Background: an optimization exercise with open tools, aiming at small area. Do not read the settings as production practice. Only simulation tests tie the RTL to the original design; equivalence was not proved. Power figures rest on the tool's default switching activity, not on a simulated workload.

old:
// packet_data
module packet_data #(
    parameter data_width = 8,
    parameter depth = 32
)(
    input wire clk,
    input wire rst,
    input wire [data_width-1:0] s_axis_data,
    input wire s_axis_valid,
    output reg s_axis_ready,
    input wire s_axis_last,
    input wire [data_width + data_width - 1 : 0] packet_config,
    output reg [data_width-1 : 0] m_axis_data,
    output reg m_axis_valid,
    input wire m_axis_ready,
    output reg m_axis_last,
    output  full,
    output  empty
);
export LEC_CHECK = 0
export CAP_MARGIN = 20
export CORE_MARGIN = 2
export CORE_UTILIZATION = 75
export SLEW_MARGIN = 20
export SYNTH_HIERARCHICAL = 1
create_clock -name core_clock -period 10.0 [get_ports {clk}]
standard.sh (not shown) runs the stock make flow with config.mk's settings and CLKGATE_MAP_FILE= SYNTH_SCRIPT=/design/flow/synth_recipe.tcl, a recipe that flattens the netlist after the stock synthesis.
==> flow/flow/run.sh <==
#!/bin/bash
# The standard layout (standard.sh), with a smaller clock tree (larger
# sink clusters of clkbuf_8 leaves, no dummy loads) and the smallest buffer
# on the ports.
set -u
export CTS_ARGS="-sink_clustering_enable -repair_clock_nets -dont_use_dummy_load -buf_list {sky130_fd_sc_hd__clkbuf_4 sky130_fd_sc_hd__clkbuf_8} -sink_clustering_buffer sky130_fd_sc_hd__clkbuf_8 -sink_buffer_max_cap_derate 1.0 -sink_clustering_size 20 -sink_clustering_max_diameter 100"
export BUFFER_PORTS_ARGS="-buffer_cell sky130_fd_sc_hd__buf_1"
bash standard.sh > standard.log 2>&1
#### Input delta (new over old)
==> flow/flow/run.sh <==
#!/bin/bash
# The standard layout (standard.sh), with a smaller clock tree (larger
# sink clusters of clkbuf_8 leaves, no dummy loads) and the smallest buffer
# on the ports.
set -u
export CTS_ARGS="-sink_clustering_enable -repair_clock_nets -dont_use_dummy_load -buf_list {sky130_fd_sc_hd__clkbuf_4 sky130_fd_sc_hd__clkbuf_8} -sink_clustering_buffer sky130_fd_sc_hd__clkbuf_8 -sink_buffer_max_cap_derate 1.0 -sink_clustering_size 18 -sink_clustering_max_diameter 100"
export BUFFER_PORTS_ARGS="-buffer_cell sky130_fd_sc_hd__buf_1"
bash standard.sh > standard.log 2>&1
==> comparison <==
Comparing old and new, clock network contribution to total cell area is higher on new. Looking at old and new, the global-route track usage on met2 is a wash. new -> old: largest buffer count on any clock path delta 0, exact match. new vs. old: synthesis-to-layout area growth went up by 0.16 points. Post-route antenna net violation count came out exactly the same in old and new.


Another version of the RTL of packet_data (not shown whole).
Size: ~42 I/O pins, ~21000 sq um of cells after synthesis.
Design packet_data, start of the top module:
module packet_data #(
    parameter data_width = 8,
    parameter depth = 32
)(
    input wire clk,
    input wire rst,
    input wire [data_width-1:0] s_axis_data,
    input wire s_axis_valid,
    output reg s_axis_ready,
    input wire s_axis_last,
    input wire [data_width + data_width - 1 : 0] packet_config,
    output reg [data_width-1 : 0] m_axis_data,
    output reg m_axis_valid,
    input wire m_axis_ready,
    output reg m_axis_last,
    output  full,
    output  empty
);
    wire [7:0] k   = packet_config[15:8];
    wire [7:0] len = packet_config[7:0];
    reg [5:0] wr_ptr;
    reg [4:0] wr_ptr2;      
    reg [5:0] rd_ptr;
    assign full  = wr_ptr[5];
    assign empty = (wr_ptr == 6'd0);
    wire beat = s_axis_valid & s_axis_ready & ~wr_ptr[5];
    wire hit;
    pd_hit u_hit (.w(wr_ptr[4:0]), .len(len), .k(k), .y(hit));
    always @(posedge clk) begin
        s_axis_ready <= ~rst;
    end
    wire [5:0] wr_inc;
    wire [5:1] wc;
    assign wr_inc[0] = ~wr_ptr[0];
    assign wc[1] = wr_ptr[0];
    genvar g, b;
    generate
        for (g = 1; g < 5; g = g + 1) begin : wi
            pd_ha u (.a(wr_ptr[g]), .b(wc[g]), .s(wr_inc[g]), .co(wc[g+1]));
        end
    endgenerate
    assign wr_inc[5] = wc[5];
    always @(posedge clk) begin
        if (rst) begin
            wr_ptr <= 6'd0;
        end else if (s_axis_last) begin
            wr_ptr <= 6'd0;
        end else if (beat) begin
            wr_ptr <= wr_inc;
        end
    end
  ...
clock: 10.0 ns
lec_check: 0
cap_margin: 20
core_margin: 2
core_utilization: 40
cts_buf_list: sky130_fd_sc_hd__clkbuf_2 sky130_fd_sc_hd__clkbuf_4 sky130_fd_sc_hd__clkbuf_8
cts_cluster_size: 30
slew_margin: 20
synth_hierarchical: 1
run.sh (not shown) runs the stock make flow with config.mk's settings and CLKGATE_MAP_FILE= SYNTH_SCRIPT=/design/flow/synth_recipe.tcl, a recipe that flattens the netlist after the stock synthesis.
Stock flow here: none of the scripts above is used.
The starting point went through all stages and came out clean.
Edit:
==> flow/flow/run.sh (new file) <==
#!/bin/bash
# The standard layout (standard.sh), with a smaller clock tree (larger
# sink clusters, no dummy loads) and the smallest buffer on the ports.
set -u
export CTS_ARGS="-sink_clustering_enable -repair_clock_nets -dont_use_dummy_load -buf_list {sky130_fd_sc_hd__clkbuf_4 sky130_fd_sc_hd__clkbuf_8 sky130_fd_sc_hd__clkbuf_16} -sink_clustering_buffer sky130_fd_sc_hd__clkbuf_16 -sink_buffer_max_cap_derate 1.0 -sink_clustering_size 26 -sink_clustering_max_diameter 100"
export BUFFER_PORTS_ARGS="-buffer_cell sky130_fd_sc_hd__buf_1"
bash standard.sh > standard.log 2>&1
==> flow/standard.sh (new file) <==
#!/bin/bash
# synth_recipe.tcl (not shown) runs the flow's synth.tcl, then flattens the netlist and writes it again
# the make line also repeats each setting of config.mk as NAME=value (left out here)
make -C /OpenROAD-flow-scripts/flow DESIGN_CONFIG=/design/flow/config.mk WORK_HOME=/design/flow/orfs CLKGATE_MAP_FILE= SYNTH_SCRIPT=/design/flow/synth_recipe.tcl "${@:-finish}"
CAP_MARGIN = 0   (was 20)
CORE_UTILIZATION = 60   (was 40)
CTS_BUF_LIST = default   (was sky130_fd_sc_hd__clkbuf_2 sky130_fd_sc_hd__clkbuf_4 sky130_fd_sc_hd__clkbuf_8)
CTS_CLUSTER_SIZE = default   (was 30)
SLEW_MARGIN = 0   (was 20)
removed: flow/run.sh
Effect: Die area went down by about 33%. Power came out lower by about 20%. Global-route usage came out higher by 9.0 points.
Edit:
==> flow/run.sh (new file) <==
#!/bin/bash
# synth_recipe.tcl (not shown) runs the flow's synth.tcl, then flattens the netlist and writes it again
# the make line also repeats each setting of config.mk as NAME=value (left out here)
make -C /OpenROAD-flow-scripts/flow DESIGN_CONFIG=/design/flow/config.mk WORK_HOME=/design/flow/orfs CLKGATE_MAP_FILE= SYNTH_SCRIPT=/design/flow/synth_recipe.tcl finish
CAP_MARGIN = 20   (was 0)
CORE_UTILIZATION = 40   (was 60)
CTS_BUF_LIST = sky130_fd_sc_hd__clkbuf_4   (was default)
SLEW_MARGIN = 20   (was 0)
removed: flow/flow/run.sh
removed: flow/standard.sh
The changed run produced a clean layout.
Critical path depth stays the same.
Global-route usage drops by 8.9 points.
Worst setup slack is worse by 410 ps.
Via count increases by a few percent.
Register-to-register slack got worse by 40 ps.
Routed wire length went up by a few percent.
Sequential share of layout area drops by 5.2 points.
Utilization is lower by 18 points.


job 6596:
Starting RTL as in the previous note.
clock: 10.0 ns
lec_check: 0
cap_margin: 20
core_margin: 2
core_utilization: 60
gpl_timing_driven: 0
slew_margin: 20
synth_hierarchical: 1
standard.sh (not shown) runs the stock make flow with config.mk's settings and CLKGATE_MAP_FILE= SYNTH_SCRIPT=/design/flow/synth_recipe.tcl, a recipe that flattens the netlist after the stock synthesis.
==> flow/flow/run.sh <==
#!/bin/bash
# The standard layout (standard.sh), with a smaller clock tree (larger
# sink clusters, no dummy loads) and the smallest buffer on the ports.
set -u
export CTS_ARGS="-sink_clustering_enable -repair_clock_nets -dont_use_dummy_load -buf_list {sky130_fd_sc_hd__clkbuf_4 sky130_fd_sc_hd__clkbuf_8 sky130_fd_sc_hd__clkbuf_16} -sink_clustering_buffer sky130_fd_sc_hd__clkbuf_16 -sink_buffer_max_cap_derate 1.0 -sink_clustering_size 26 -sink_clustering_max_diameter 100"
export BUFFER_PORTS_ARGS="-buffer_cell sky130_fd_sc_hd__buf_1"
bash standard.sh > standard.log 2>&1
The following lists how job 863 was set up differently from job 6596:
--- a/flow/config.mk
+++ b/flow/config.mk
@@ -9,5 +9,4 @@
 export CORE_MARGIN = 2
 export CORE_UTILIZATION = 60
-export GPL_TIMING_DRIVEN = 0
 export SLEW_MARGIN = 20
 export SYNTH_HIERARCHICAL = 1
--- outcome ---
Compared with job 6596, in job 863 routed wire length up about 8%; utilization after layout decreased by 0.43 points relative to the old numbers; final clock period utilization by the worst path fell by 3.0 points; per-cell routed wire length climbed 6.6%. Global-route track usage on met2, job 863 and job 6596: higher on job 863.
> inputs changed (job 863 -> job 1478)
--- a/flow/config.mk
+++ b/flow/config.mk
@@ -8,5 +8,5 @@
 export CAP_MARGIN = 20
 export CORE_MARGIN = 2
-export CORE_UTILIZATION = 60
+export CORE_UTILIZATION = 40
 export SLEW_MARGIN = 20
 export SYNTH_HIERARCHICAL = 1
==> results.txt <==
The routability congestion estimate from global placement in job 1478 was higher than what job 863 gave. In the flow results for job 1478 and job 863, the number of standard cells in the final layout excluding fillers is smaller on job 863. Met3 track demand over resource, job 1478 and job 863: lower on job 1478. From job 863 to job 1478 the numbers moved as follows: layout-stage area growth over the synthesis result rose 1.3 points; wire length of the first global-routing pass increased by 1200 µm relative to the old numbers. Job 1478 vs job 863, final area went up by 1.2%. Compared with job 863, in job 1478 worst hold margin saw a decrease; total power saw little to no change. Relative to job 863, length of routed met3 wiring has decreased by 14% in job 1478. Job 1478 finished every step from synthesis to the final layout, and the layout passed the timing, DRC and antenna checks. Compared with job 863, job 1478 shows a maximum frequency that is about 0.47% lower.

re-timing with driven ports:
The results above use ideal ports. As a check the final layouts listed here were re-extracted and re-timed, cells and wires unchanged.
Step 1 (the two cells are an assumption about what drives the block):
set clk [get_ports {clk}]
set_driving_cell -lib_cell sky130_fd_sc_hd__clkbuf_16 $clk
set_driving_cell -lib_cell sky130_fd_sc_hd__buf_2 [delete_from_list [all_inputs] $clk]
Step 2, shift: input delay + t, output delay - t, t = (earliest + latest rising clock arrival at the registers) / 2. This alone moves slack from input paths to output paths.
Three values: ideal, step 1, step 2; two values: the first two.
run	t, ns	setup slack, ns	worst slew at a driven data input, ns
old	0.714	3.256 / 3.280 / 2.566	0.03
new	0.727	3.251 / 3.273 / 2.546	0.04
the first run of note 2	0.705	2.926 / 2.955 / 2.250	0.04
the second run of note 2	0.879	3.483 / 3.509 / 2.631	0.03
the third run of note 2	0.895	3.069 / 3.099 / 2.205	0.04
job 6596	0.893	3.196 / 3.223 / 2.330	0.04
job 863	0.900	3.498 / 3.525 / 2.625	0.03
job 1478	0.917	3.468 / 3.498 / 2.581	0.03
After both steps every run listed still meets setup and hold. For job 1478, which loses most, drivers alone change the setup slack by +0.030 ns; drivers and shift together by -0.887 ns.
